Context: an optimization exercise on an open-source flow, tuned for small area and a short achievable clock period. The choices shown serve that exercise and are no tape-out recipe.
The RTL was checked by simulation tests, not by an equivalence proof against the original design.

Design booth2multiplier, start of the top module:
module booth2multiplier #(
    parameter bit_width = 32
    )(
    input wire [bit_width-1:0] A,    
    input wire [bit_width-1:0] B,    
    input wire clk, reset_n,
    output wire [2*bit_width-1:0] OUT
);
==> flow/config.mk <==
export PLATFORM = sky130hd
export DESIGN_NAME = booth2multiplier
export DESIGN_NICKNAME = booth2multiplier
export VERILOG_FILES = /design/flow/design.v
export SDC_FILE = /design/flow/constraint.sdc
export NUM_CORES = 4
export LEC_CHECK = 0
export CAP_MARGIN = 20
export CORE_MARGIN = 2
export CORE_UTILIZATION = 45
export SETUP_SLACK_MARGIN = 4.3
export SLEW_MARGIN = 20
export SYNTH_HIERARCHICAL = 1
==> flow/constraint.sdc <==
create_clock -name core_clock -period 13.0 [get_ports {clk}]
set_input_delay 2.6000 -clock core_clock [delete_from_list [all_inputs] [get_ports {clk}]]
set_output_delay 2.6000 -clock core_clock [all_outputs]
set_load 0.01 [all_outputs]
standard.sh (not shown) runs the stock make flow with config.mk's settings and CLKGATE_MAP_FILE= SYNTH_SCRIPT=/design/flow/synth_recipe.tcl, a recipe that flattens the netlist after the stock synthesis.
==> flow/flow/run.sh <==
#!/bin/bash
# The standard layout (the standard.sh, all ORFS steps from synthesis to
# finish), except that the port buffers placed before global placement are
# sky130_fd_sc_hd__buf_1 cells instead of the default delay-buffer cell; the
# resizer upsizes them where timing needs it.  Full output in flow_standard.log.
set -euo pipefail
bash standard.sh "BUFFER_PORTS_ARGS=-buffer_cell sky130_fd_sc_hd__buf_1" finish > flow_standard.log 2>&1
The baseline ran to the end with no violations.
Then changed:
==> flow/run.sh (new file) <==
#!/bin/bash
# synth_recipe.tcl (not shown) runs the flow's synth.tcl, then flattens the netlist and writes it again
# the make line also repeats each setting of config.mk as NAME=value (left out here)
make -C /OpenROAD-flow-scripts/flow DESIGN_CONFIG=/design/flow/config.mk WORK_HOME=/design/flow/orfs CLKGATE_MAP_FILE= SYNTH_SCRIPT=/design/flow/synth_recipe.tcl finish
Settings changed: SETUP_SLACK_MARGIN 4.3 to 3.8.
removed: flow/flow/run.sh
removed: flow/standard.sh
Design area increases by 1.7%.
Utilization grows by 0.86 points.
First-iteration DRC count went up by 12%.
Count of clock-buffer cells in the layout came out higher by 1.
Wire length rose by 1.2%.
Non-clock buffer count does not change.
Via count barely changes.
Then changed:
Settings changed: SETUP_SLACK_MARGIN 3.8 to not set.
Result: Worst setup slack is worse by 1.5 ns. Via count goes down by 0.52%. Worst hold slack is better by 0.18 ns. First-iteration DRC count fell by 2.9%. Critical path depth shrinks by 1. Sequential cell count does not change. Area after synthesis is unchanged. Core utilization shrinks by 1.5 points. Routed wire length is lower by 0.40%. Synthesized cell count is unchanged.
Then changed:
==> flow/flow/run.sh (new file) <==
#!/bin/bash
# The standard layout (the standard.sh, all ORFS steps from synthesis to
# finish), except that the port buffers placed before global placement are
# sky130_fd_sc_hd__buf_1 cells instead of the default delay-buffer cell; the
# resizer upsizes them where timing needs it.  Full output in flow_standard.log.
set -euo pipefail
bash standard.sh "BUFFER_PORTS_ARGS=-buffer_cell sky130_fd_sc_hd__buf_1" finish > flow_standard.log 2>&1
==> flow/standard.sh (new file) <==
#!/bin/bash
# synth_recipe.tcl (not shown) runs the flow's synth.tcl, then flattens the netlist and writes it again
# the make line also repeats each setting of config.mk as NAME=value (left out here)
make -C /OpenROAD-flow-scripts/flow DESIGN_CONFIG=/design/flow/config.mk WORK_HOME=/design/flow/orfs CLKGATE_MAP_FILE= SYNTH_SCRIPT=/design/flow/synth_recipe.tcl "${@:-finish}"
Settings changed: SETUP_SLACK_MARGIN set to 4.0.
removed: flow/run.sh
Result: Maximum frequency is higher by about a fifth; global-route usage went down by 0.40 points; core utilization barely changes; area after synthesis does not change; critical path depth came out lower by 2; worst setup slack gets better by 1.7 ns.
Then changed:
==> flow/run.sh (new file) <==
#!/bin/bash
# synth_recipe.tcl (not shown) runs the flow's synth.tcl, then flattens the netlist and writes it again
# the make line also repeats each setting of config.mk as NAME=value (left out here)
make -C /OpenROAD-flow-scripts/flow DESIGN_CONFIG=/design/flow/config.mk WORK_HOME=/design/flow/orfs CLKGATE_MAP_FILE= SYNTH_SCRIPT=/design/flow/synth_recipe.tcl finish
Settings changed: SETUP_SLACK_MARGIN 4.0 to 4.3.
removed: flow/flow/run.sh
removed: flow/standard.sh
What happened:
- wire length is higher by 3.4%
- utilization is higher by 4.7 points
- final area is higher by 9.3%
- fmax is higher by 2.0%
- worst setup slack improves by 0.17 ns
- final cell count is higher by 3.4%
Then changed:
==> flow/flow/run.sh (new file) <==
#!/bin/bash
# The standard layout (the standard.sh, all ORFS steps from synthesis to
# finish), except that the port buffers placed before global placement are
# sky130_fd_sc_hd__buf_1 cells instead of the default delay-buffer cell; the
# resizer upsizes them where timing needs it.  Full output in flow_standard.log.
set -euo pipefail
bash standard.sh "BUFFER_PORTS_ARGS=-buffer_cell sky130_fd_sc_hd__buf_1" finish > flow_standard.log 2>&1
==> flow/standard.sh (new file) <==
#!/bin/bash
# synth_recipe.tcl (not shown) runs the flow's synth.tcl, then flattens the netlist and writes it again
# the make line also repeats each setting of config.mk as NAME=value (left out here)
make -C /OpenROAD-flow-scripts/flow DESIGN_CONFIG=/design/flow/config.mk WORK_HOME=/design/flow/orfs CLKGATE_MAP_FILE= SYNTH_SCRIPT=/design/flow/synth_recipe.tcl "${@:-finish}"
Settings changed: SETUP_SLACK_MARGIN 4.3 to 5.
removed: flow/run.sh
The new run completed with no timing, DRC or antenna violations. Flip-flop and latch count is unchanged. Worst setup slack improves by 0.79 ns. Utilization climbs by 3.6 points. Worst hold slack degrades by 0.20 ns. Final area climbs by a few percent. Fmax climbs by roughly a tenth. Area after synthesis stays the same. Wire length climbs slightly. Die area stays the same.

* * *

## oak
booth2multiplier, a different RTL version from the one above (not shown whole).
For scale: roughly 2300 cells after synthesis, about 64 flip-flops.
==> flow/config.mk <==
export PLATFORM = sky130hd
export DESIGN_NAME = booth2multiplier
export DESIGN_NICKNAME = booth2multiplier
export VERILOG_FILES = /design/flow/design.v
export SDC_FILE = /design/flow/constraint.sdc
export NUM_CORES = 4
export LEC_CHECK = 0
export CAP_MARGIN = 20
export CORE_MARGIN = 2
export CORE_UTILIZATION = 45
export SETUP_SLACK_MARGIN = 4.0
export SLEW_MARGIN = 20
export SYNTH_HIERARCHICAL = 1
==> flow/constraint.sdc <==
create_clock -name core_clock -period 13.0 [get_ports {clk}]
set_input_delay 2.6000 -clock core_clock [delete_from_list [all_inputs] [get_ports {clk}]]
set_output_delay 2.6000 -clock core_clock [all_outputs]
set_load 0.01 [all_outputs]
==> flow/flow/run.sh <==
#!/bin/bash
# The standard layout (the standard.sh, all ORFS steps from synthesis to
# finish), except that the port buffers placed before global placement are
# sky130_fd_sc_hd__buf_1 cells instead of the default delay-buffer cell; the
# resizer upsizes them where timing needs it.  Full output in flow_standard.log.
set -euo pipefail
bash standard.sh "BUFFER_PORTS_ARGS=-buffer_cell sky130_fd_sc_hd__buf_1" finish > flow_standard.log 2>&1
The following lists how pine was set up differently from oak:
# oak
export LEC_CHECK = 0
export CAP_MARGIN = 20
export CORE_MARGIN = 2
export CORE_UTILIZATION = 45
export SETUP_SLACK_MARGIN = 4.0
export SLEW_MARGIN = 20
export SYNTH_HIERARCHICAL = 1
create_clock -name core_clock -period 13.0 [get_ports {clk}]
# pine
export LEC_CHECK = 0
export CAP_MARGIN = 20
export CORE_MARGIN = 2
export CORE_UTILIZATION = 55
export SETUP_SLACK_MARGIN = 4.3
export SLEW_MARGIN = 20
export SYNTH_HIERARCHICAL = 1
create_clock -name core_clock -period 13.0 [get_ports {clk}]
==> notes.md <==
Against oak, floorplan die width in pine fell by a little under 10%.
pine ends up with higher worst max-slew margin expressed relative to the limit than oak does.
Re maximum frequency: pine is 0.0041 GHz up on oak.
Relative to oak, the share of final layout cell area taken by non-clock buffers of pine is higher by 1.2 points.
From oak to pine the numbers moved as follows: global-route usage climbed 6.5 points; critical path depth climbed 1.

* * *

## lane 4
Another version of the RTL of booth2multiplier (not shown whole).
Size: ~64 flip-flops, about 130 I/O pins.
==> flow/config.mk <==
export PLATFORM = sky130hd
export DESIGN_NAME = booth2multiplier
export DESIGN_NICKNAME = booth2multiplier
export VERILOG_FILES = /design/flow/design.v
export SDC_FILE = /design/flow/constraint.sdc
export NUM_CORES = 4
export LEC_CHECK = 0
export CAP_MARGIN = 20
export CORE_MARGIN = 2
export CORE_UTILIZATION = 45
export SETUP_SLACK_MARGIN = 4
export SLEW_MARGIN = 20
export SYNTH_HIERARCHICAL = 1
==> flow/constraint.sdc <==
create_clock -name core_clock -period 13.0 [get_ports {clk}]
set_input_delay 2.6000 -clock core_clock [delete_from_list [all_inputs] [get_ports {clk}]]
set_output_delay 2.6000 -clock core_clock [all_outputs]
set_load 0.01 [all_outputs]
run.sh (not shown) runs the stock make flow with config.mk's settings and CLKGATE_MAP_FILE= SYNTH_SCRIPT=/design/flow/synth_recipe.tcl, a recipe that flattens the netlist after the stock synthesis.
Stock flow here: none of the scripts above is used.
Here is what was changed in the inputs of lane 1 compared with lane 4.
--- a/flow/config.mk
+++ b/flow/config.mk
@@ -10,2 +10 @@
-export CORE_UTILIZATION = 45
-export SETUP_SLACK_MARGIN = 4
+export CORE_UTILIZATION = 30
[summary]
Delta (lane 1 minus lane 4): number of instances resized during post-cts repair shrank by 196, worst hold path stage count increased by 2 relative to the old numbers, core occupancy in the finished layout went down. A critical path launch point of A[24] is what lane 4 shows, while reset_n belongs to lane 1. Ratio of final minimum period to clock period is lower on lane 4. Going from lane 4 to lane 1, the die span in y was found to have gone up by 22%. Lane 1 did not stop at any stage, and its layout met the timing, DRC and antenna checks.

* * *

Setup of job 131:
booth2multiplier with an RTL version that a note above also has.
For scale: ~2300 cells after synthesis, ~64 flip-flops, ~130 I/O pins, roughly 22000 sq um of cells after synthesis.
Settings: LEC_CHECK=0, CAP_MARGIN=20, CORE_MARGIN=2, CORE_UTILIZATION=45, SETUP_SLACK_MARGIN=4.3, SLEW_MARGIN=20, SYNTH_HIERARCHICAL=1; clock period 13.0 ns.
standard.sh (not shown) runs the stock make flow with config.mk's settings and CLKGATE_MAP_FILE= SYNTH_SCRIPT=/design/flow/synth_recipe.tcl, a recipe that flattens the netlist after the stock synthesis.
Scripts as last shown in full above: flow/flow/run.sh
Job 131 completed; timing, DRC and antenna clean
What job 2388 does differently from job 131 at the input level:
Settings: changing SETUP_SLACK_MARGIN from 4.3 to 4.6.
Notes after the runs:
Across job 131 and job 2388, none had a timing, DRC or antenna violation. The lower number of iterations in the first detailed-routing pass of job 131 and job 2388 is in job 2388. Across both runs, final area was higher for job 2388 than for job 131. Endpoint of the worst setup timing path: ff_out[59]$_DFF_P_ -> job 131, ff_out[61]$_DFF_P_ -> job 2388.

-- separate check: timing with driven ports --
In the flow no input, the clock included, has a driving cell. The finished layouts below were timed again as built, in two steps.
Step 1 assumes that a clkbuf_16 drives the clock port and a buf_2 every other input.
Step 2 times the ports against the registers' clock, not the clock port: input delays grow and output delays shrink by t, the midpoint of the rising clock arrivals with the driver on.
Three values: ideal ports, drivers, drivers and shift; two values: the first two.
run	shift t [ns]	setup WS [ns]	hold slack, ns	clock arrival spread, ns	slew at the worst register clock pin (ns)
the first run of note 1	0.443	4.312 / 4.344 / 3.901	2.734 / 2.749 / 2.988	0.033 / 0.033	0.09 / 0.09
the second run of note 1	0.436	3.914 / 3.942 / 3.506	3.020 / 3.054 / 3.343	0.018 / 0.018	0.07 / 0.07
the third run of note 1	0.435	2.445 / 2.435 / 2.000	3.199 / 3.170 / 3.343	0.019 / 0.018	0.07 / 0.07
the fourth run of note 1	0.444	4.130 / 4.154 / 3.711	2.770 / 2.791 / 2.987	0.036 / 0.035	0.09 / 0.09
the fifth run of note 1	0.436	4.300 / 4.330 / 3.894	2.845 / 2.851 / 3.287	0.018 / 0.018	0.07 / 0.07
the sixth run of note 1	0.433	5.094 / 5.119 / 4.686	2.645 / 2.640 / 3.002	0.010 / 0.010	0.07 / 0.07
oak	0.460	4.250 / 4.282 / 3.822	2.556 / 2.522 / 2.982	0.032 / 0.032	0.09 / 0.09
pine	0.458	4.554 / 4.568 / 4.111	2.632 / 2.600 / 2.991	0.033 / 0.033	0.09 / 0.09
lane 4	0.451	4.039 / 4.092 / 3.641	2.885 / 2.855 / 3.306	0.010 / 0.010	0.07 / 0.07
lane 1	0.455	2.839 / 2.872 / 2.417	3.001 / 2.965 / 3.344	0.038 / 0.039	0.10 / 0.10
job 131	0.451	4.532 / 4.557 / 4.106	2.658 / 2.620 / 2.993	0.028 / 0.028	0.09 / 0.09
job 2388	0.454	4.791 / 4.794 / 4.341	2.619 / 2.608 / 2.997	0.026 / 0.025	0.08 / 0.08
After both steps setup and hold are still met in every run listed. The setup slack of job 2388, which loses most, moves by +0.003 ns with the drivers and by -0.450 ns with both steps.
